Background: an optimization exercise with open tools, aiming at small area and a short achievable clock period. Do not read the settings as production practice. The RTL was checked by simulation tests, not by an equivalence proof against the original design.

Setup of old:
==> flow/design.v (excerpt) <==
module cpu( 
    input clk,                           
    input RST,                           
    output [23:0] AB,                    
    output sync,                         
    input [7:0] DI,                      
    output reg [7:0] DO,                 
    output WE,                           
    input IRQ,                           
    input NMI,                           
    input RDY,                           
    input debug );
Size in the first run: ~220 flip-flops, about 48 I/O pins.
==> flow/config.mk <==
export PLATFORM = sky130hd
export DESIGN_NAME = cpu
export DESIGN_NICKNAME = cpu
export VERILOG_FILES = /design/flow/design.v
export SDC_FILE = /design/flow/constraint.sdc
export NUM_CORES = 4
export LEC_CHECK = 0
export ABC_AREA = 1
export CAP_MARGIN = 20
export CORE_MARGIN = 2
export CORE_UTILIZATION = 40
export CTS_BUF_LIST = sky130_fd_sc_hd__clkbuf_8
export CTS_CLUSTER_DIAMETER = 60
export CTS_CLUSTER_SIZE = 14
export PLACE_DENSITY = 0.6
export SETUP_SLACK_MARGIN = 4.3
export SLEW_MARGIN = 20
==> flow/constraint.sdc <==
create_clock -name core_clock -period 11.0 [get_ports {clk}]
set_input_delay 2.2000 -clock core_clock [delete_from_list [all_inputs] [get_ports {clk}]]
set_output_delay 2.2000 -clock core_clock [all_outputs]
set_load 0.01 [all_outputs]
run.sh (not shown) runs the stock make flow with config.mk's settings and CLKGATE_MAP_FILE= SYNTH_SCRIPT=/design/flow/synth_recipe.tcl, a recipe that flattens the netlist after the stock synthesis.
old: full flow OK, the timing, DRC and antenna checks passed
Edits applied to the flow inputs when going from old to new:
diff --git a/flow/config.mk b/flow/config.mk
--- a/flow/config.mk
+++ b/flow/config.mk
@@ -16 +16 @@
-export SETUP_SLACK_MARGIN = 4.3
+export SETUP_SLACK_MARGIN = 4
Notes after the runs:
On number of global-route vias before repair, old and new are neck and neck.
In new, final critical path time including I/O delays and setup is higher than in old.
Relative to old, the post-cts resize count measured on new has decreased by more than a quarter.
The wire length in new sits 0.63% below the value recorded for old.

* * *

cpu again, from the RTL that the note above started with.
// cpu
module cpu( 
    input clk,                           
    input RST,                           
    output [23:0] AB,                    
    output sync,                         
    input [7:0] DI,                      
    output reg [7:0] DO,                 
    output WE,                           
    input IRQ,                           
    input NMI,                           
    input RDY,                           
    input debug );
make LEC_CHECK=0 ABC_AREA=1 ABC_CLOCK_PERIOD_IN_PS=8500 CAP_MARGIN=20 CORE_MARGIN=2 CORE_UTILIZATION=40 CTS_BUF_LIST=sky130_fd_sc_hd__clkbuf_8 CTS_CLUSTER_DIAMETER=60 CTS_CLUSTER_SIZE=14 PLACE_DENSITY=0.6 SETUP_SLACK_MARGIN=4 SLEW_MARGIN=20 finish   # period 11.0 ns
Then changed:
- ABC_CLOCK_PERIOD_IN_PS: 8500 -> unset
- CTS_CLUSTER_DIAMETER: 60 -> unset
- CTS_CLUSTER_SIZE: 14 -> unset
Result: The new run completed without violations; setup slack stays flat; critical path depth came out higher by 2; via count stays flat; wire length came out higher by 0.72%; synthesized area stays the same; cell area came out higher by 1.4%; flip-flop and latch count is unchanged; first-iteration DRC count stays flat; clock-buffer cell count came out higher by 16.
Then changed:
- CTS_CLUSTER_DIAMETER: unset -> 60
- CTS_CLUSTER_SIZE: unset -> 14
- TNS_END_PERCENT: unset -> 0
Result: Utilization drops by 0.78 points. Critical path depth climbs by 1. Die area does not change. Synthesized area stays the same. Non-clock buffer count fell by 3. Routed wire length drops by about 0.9%. Register-to-register slack degrades by 0.28 ns. Clock-buffer cell count falls by 16.
Then changed:
- CTS_CLUSTER_DIAMETER: 60 -> unset
- CTS_CLUSTER_SIZE: 14 -> unset
- PLACE_DENSITY: 0.6 -> 0.7
- TNS_END_PERCENT: 0 -> unset
What happened: Count of clock-buffer cells in the layout increases by 15. Synthesized cell count is unchanged. Wire length decreases by a few percent. Sequential cell count is unchanged.

* * *

== job 3139 ==
Another version of the RTL of cpu (not shown whole).
For scale: ~210 flip-flops, ~20,000 µm² of cells after synthesis.
Settings: LEC_CHECK=0, ABC_AREA=1, CAP_MARGIN=20, CORE_MARGIN=2, CORE_UTILIZATION=40, CTS_BUF_LIST=sky130_fd_sc_hd__clkbuf_8, PLACE_DENSITY=0.6, SETUP_SLACK_MARGIN=5, SLEW_MARGIN=20; clock period 11.0 ns.
Job 3139: all stages complete, timing, DRC and antenna checks passed
Modified inputs, job 1813 compared to job 3139
--- a/flow/config.mk
+++ b/flow/config.mk
@@ -8 +7,0 @@
-export ABC_AREA = 1
@@ -12 +10,0 @@
-export CTS_BUF_LIST = sky130_fd_sc_hd__clkbuf_8
@@ -14 +12 @@
-export SETUP_SLACK_MARGIN = 5
+export SETUP_SLACK_MARGIN = 2.5
Notes after the runs:
Of job 1813 and job 3139, it is job 1813 that has the lower register-to-register slack. Sequential cell area is lower on job 1813. The run showing the smaller sequential share of layout area is job 3139. Cmp job 1813 vs job 3139: register area share after synthesis higher in job 1813.
For job 5885, these inputs were changed with respect to job 1813:
--- a/flow/config.mk
+++ b/flow/config.mk
@@ -8 +8,2 @@
-export CAP_MARGIN = 20
+export ABC_AREA = 1
+export CAP_MARGIN = 5
@@ -10,0 +12 @@
+export CTS_BUF_LIST = sky130_fd_sc_hd__clkbuf_8
@@ -12,2 +14,2 @@
-export SETUP_SLACK_MARGIN = 2.5
-export SLEW_MARGIN = 20
+export SETUP_SLACK_MARGIN = 4
+export SLEW_MARGIN = 5
--- outcome ---
Job 5885 has more setup slack than job 1813.
Final routed wirelength across all metal layers was higher in the run labelled job 5885.
The run showing the greater first-pass GRT wire length is job 5885.
Of job 5885 and job 1813, the higher clock latency at the later pin of the worst-skew pair belongs to job 5885.
Job 5885 vs. job 1813: critical path depth now sits higher, shortest clock period the worst path allows after layout now sits lower.
Job 5885 against job 1813; half-perimeter wire length after placement is up by more than 10%.

* * *

## job 105
RTL: one of the versions met above, not the one the previous note started from.
Size: roughly 2,500 cells after synthesis, about 220 flip-flops, ~48 I/O pins, about 0.020 mm2 of cells after synthesis.
Settings: LEC_CHECK=0, ABC_AREA=0, CAP_MARGIN=20, CORE_MARGIN=2, CORE_UTILIZATION=40, CTS_BUF_LIST=sky130_fd_sc_hd__clkbuf_8, PLACE_DENSITY=0.6, SETUP_SLACK_MARGIN=4, SLEW_MARGIN=20; clock period 11.0 ns.
Input changes introduced in job 104 (baseline for comparison: job 105):
- a change of ABC_AREA from 0 to 1
- an added CTS_CLUSTER_SIZE of 14
- an added CTS_CLUSTER_DIAMETER of 60
- an added ABC_CLOCK_PERIOD_IN_PS of 6000
==> comparison <==
Looking at filler cell count in the final layout, job 104 sits 422 above job 105. Measured against each other, job 105 and job 104 differ in worst hold slack, the higher figure coming from job 105. Going from job 105 to job 104, area of the core grows by about 0.8%. Min synthesized netlist cell count across job 105 and job 104: job 105. The count of clock buffers in the final design of job 104 falls short of that of job 105 by 18. Cell area was higher in the run labelled job 105. Going from job 105 to job 104, via count of the first global-routing pass grew by a little under 10%. Against job 105, job 104 reports a met2 track demand over resource that is higher. Job 105 -> job 104: sequential cell count delta 0, exact match. Between job 105 and job 104, clock slew at the register clock pins of the worst setup and hold paths is lower for job 105, job 104 comes in above that. Post-placement cell area was lower in the run labelled job 105.

* * *

RTL: one of the versions met above, not the one the previous note started from.
Size in the first run: about 2500 cells after synthesis, ~210 flip-flops, ~0.020 mm^2 of cells after synthesis.
// cpu
module cpu( 
    input clk,                           
    input RST,                           
    output [23:0] AB,                    
    output sync,                         
    input [7:0] DI,                      
    output reg [7:0] DO,                 
    output WE,                           
    input IRQ,                           
    input NMI,                           
    input RDY,                           
    input debug );
==> flow/config.mk <==
export PLATFORM = sky130hd
export DESIGN_NAME = cpu
export DESIGN_NICKNAME = cpu
export VERILOG_FILES = /design/flow/design.v
export SDC_FILE = /design/flow/constraint.sdc
export NUM_CORES = 4
export LEC_CHECK = 0
export CAP_MARGIN = 20
export CORE_MARGIN = 2
export CORE_UTILIZATION = 40
export PLACE_DENSITY = 0.6
export SETUP_SLACK_MARGIN = 4
export SLEW_MARGIN = 20
==> flow/constraint.sdc <==
create_clock -name core_clock -period 11.0 [get_ports {clk}]
set_input_delay 2.2000 -clock core_clock [delete_from_list [all_inputs] [get_ports {clk}]]
set_output_delay 2.2000 -clock core_clock [all_outputs]
set_load 0.01 [all_outputs]
standard.sh (not shown) runs the stock make flow with config.mk's settings and CLKGATE_MAP_FILE= SYNTH_SCRIPT=/design/flow/synth_recipe.tcl, a recipe that flattens the netlist after the stock synthesis.
==> flow/flow/run.sh <==
#!/bin/bash
# The standard ORFS layout, but with gate resizing free to change a cell's
# footprint (the sky130hd platform default limits it to the same footprint).
set -euo pipefail
bash standard.sh MATCH_CELL_FOOTPRINT=0 finish > make_finish.log 2>&1
The first run ran to the end with no violations.
==> next run, changes <==
==> flow/run.sh (new file) <==
#!/bin/bash
# synth_recipe.tcl (not shown) runs the flow's synth.tcl, then flattens the netlist and writes it again
# the make line also repeats each setting of config.mk as NAME=value (left out here)
make -C /OpenROAD-flow-scripts/flow DESIGN_CONFIG=/design/flow/config.mk WORK_HOME=/design/flow/orfs CLKGATE_MAP_FILE= SYNTH_SCRIPT=/design/flow/synth_recipe.tcl finish
CTS_BUF_LIST = sky130_fd_sc_hd__clkbuf_8   (was default)
removed: flow/flow/run.sh
removed: flow/standard.sh
What happened: Setup slack improved by 50 ps. Non-clock buffer count shrinks by 13. Synthesized cell count is unchanged. Wire length goes up by 0.93%. Die area is unchanged. Via count came out higher by 1.0%.
==> next run, changes <==
ABC_AREA = 1   (was default)
The changed run finished clean.
First-iteration DRC count drops by a few percent.
Wire length is higher by a little under a tenth.
Global-route usage went up by 1.4 points.
Count of clock-buffer cells in the layout is unchanged.
==> next run, changes <==
ABC_AREA = default   (was 1)
CTS_BUF_LIST = default   (was sky130_fd_sc_hd__clkbuf_8)
Effect: The new run finished with timing, DRC and antenna clean. Worst setup slack got worse by 200 ps. Synthesized area falls by 2.5%. Worst hold slack improved by 27 ps. Global-route usage falls by 1.7 points. Fmax falls by 2.8%. Cell count falls by 18%. Non-clock buffer count rises by 52. Sequential cell count stays the same.
==> next run, changes <==
CORE_UTILIZATION = 65   (was 40)
PLACE_DENSITY = 0.75   (was 0.6)
After rerunning: The changed run went through all stages and came out clean. Cell area falls by 1.6%. Final cell count falls by 8.3%. Non-clock buffer count rises by 4.

## afterwards: timing with drivers on the ports
The results above use ideal ports. As a check the final layouts listed here were re-extracted and re-timed, cells and wires unchanged. Step 1, drivers: a clkbuf_16 drives clk and a buf_2 each remaining input, both assumed. Step 2 times the ports against the registers' clock, not the clock port: input delays grow and output delays shrink by t, the midpoint of the rising clock arrivals with the driver on. Slacks: ideal ports / drivers / drivers and shift; pairs: ideal ports / drivers.
| run | t (ns) | setup WS [ns] | hold slack, ns | latest minus earliest clock arrival (ns) | cell pins on the clock port's net |
|---|---|---|---|---|---|
| old | 0.697 | 4.221 / 4.183 / 4.183 | 0.467 / 0.467 / 0.467 | 0.061 / 0.060 | 1 |
| new | 0.696 | 4.127 / 4.107 / 4.107 | 0.467 / 0.467 / 0.467 | 0.063 / 0.063 | 1 |
| the first run of note 2 | 0.696 | 4.127 / 4.107 / 4.107 | 0.467 / 0.467 / 0.467 | 0.063 / 0.063 | 1 |
| the second run of note 2 | 0.677 | 4.128 / 4.106 / 4.106 | 0.463 / 0.463 / 0.463 | 0.050 / 0.049 | 1 |
| the third run of note 2 | 0.700 | 4.056 / 4.030 / 4.030 | 0.469 / 0.469 / 0.469 | 0.066 / 0.065 | 1 |
| the fourth run of note 2 | 0.682 | 4.015 / 3.987 / 3.987 | 0.471 / 0.471 / 0.471 | 0.055 / 0.056 | 1 |
| job 3139 | 0.663 | 4.176 / 4.144 / 4.144 | 0.487 / 0.487 / 0.487 | 0.038 / 0.038 | 1 |
| job 1813 | 0.619 | 2.692 / 2.671 / 2.671 | 0.515 / 0.515 / 0.515 | 0.016 / 0.017 | 1 |
| job 5885 | 0.674 | 3.997 / 3.965 / 3.965 | 0.492 / 0.492 / 0.492 | 0.051 / 0.051 | 1 |
| job 105 | 0.667 | 3.887 / 3.863 / 3.863 | 0.523 / 0.523 / 0.523 | 0.025 / 0.025 | 1 |
| job 104 | 0.696 | 4.127 / 4.107 / 4.107 | 0.467 / 0.467 / 0.467 | 0.063 / 0.063 | 1 |
| the first run of note 5 | 0.615 | 3.796 / 3.764 / 3.764 | 0.515 / 0.515 / 0.515 | 0.012 / 0.012 | 1 |
| the second run of note 5 | 0.679 | 3.846 / 3.815 / 3.815 | 0.518 / 0.518 / 0.518 | 0.029 / 0.029 | 1 |
| the third run of note 5 | 0.676 | 3.994 / 3.963 / 3.963 | 0.492 / 0.492 / 0.492 | 0.053 / 0.053 | 1 |
| the fourth run of note 5 | 0.621 | 3.792 / 3.770 / 3.770 | 0.519 / 0.519 / 0.519 | 0.016 / 0.017 | 1 |
| the fifth run of note 5 | 0.597 | 3.676 / 3.629 / 3.629 | 0.514 / 0.514 / 0.514 | 0.024 / 0.024 | 1 |
After both steps every run listed still meets setup and hold. The setup slack of the fifth run of note 5, which loses most, moves by -0.047 ns with the drivers and by -0.047 ns with both steps.
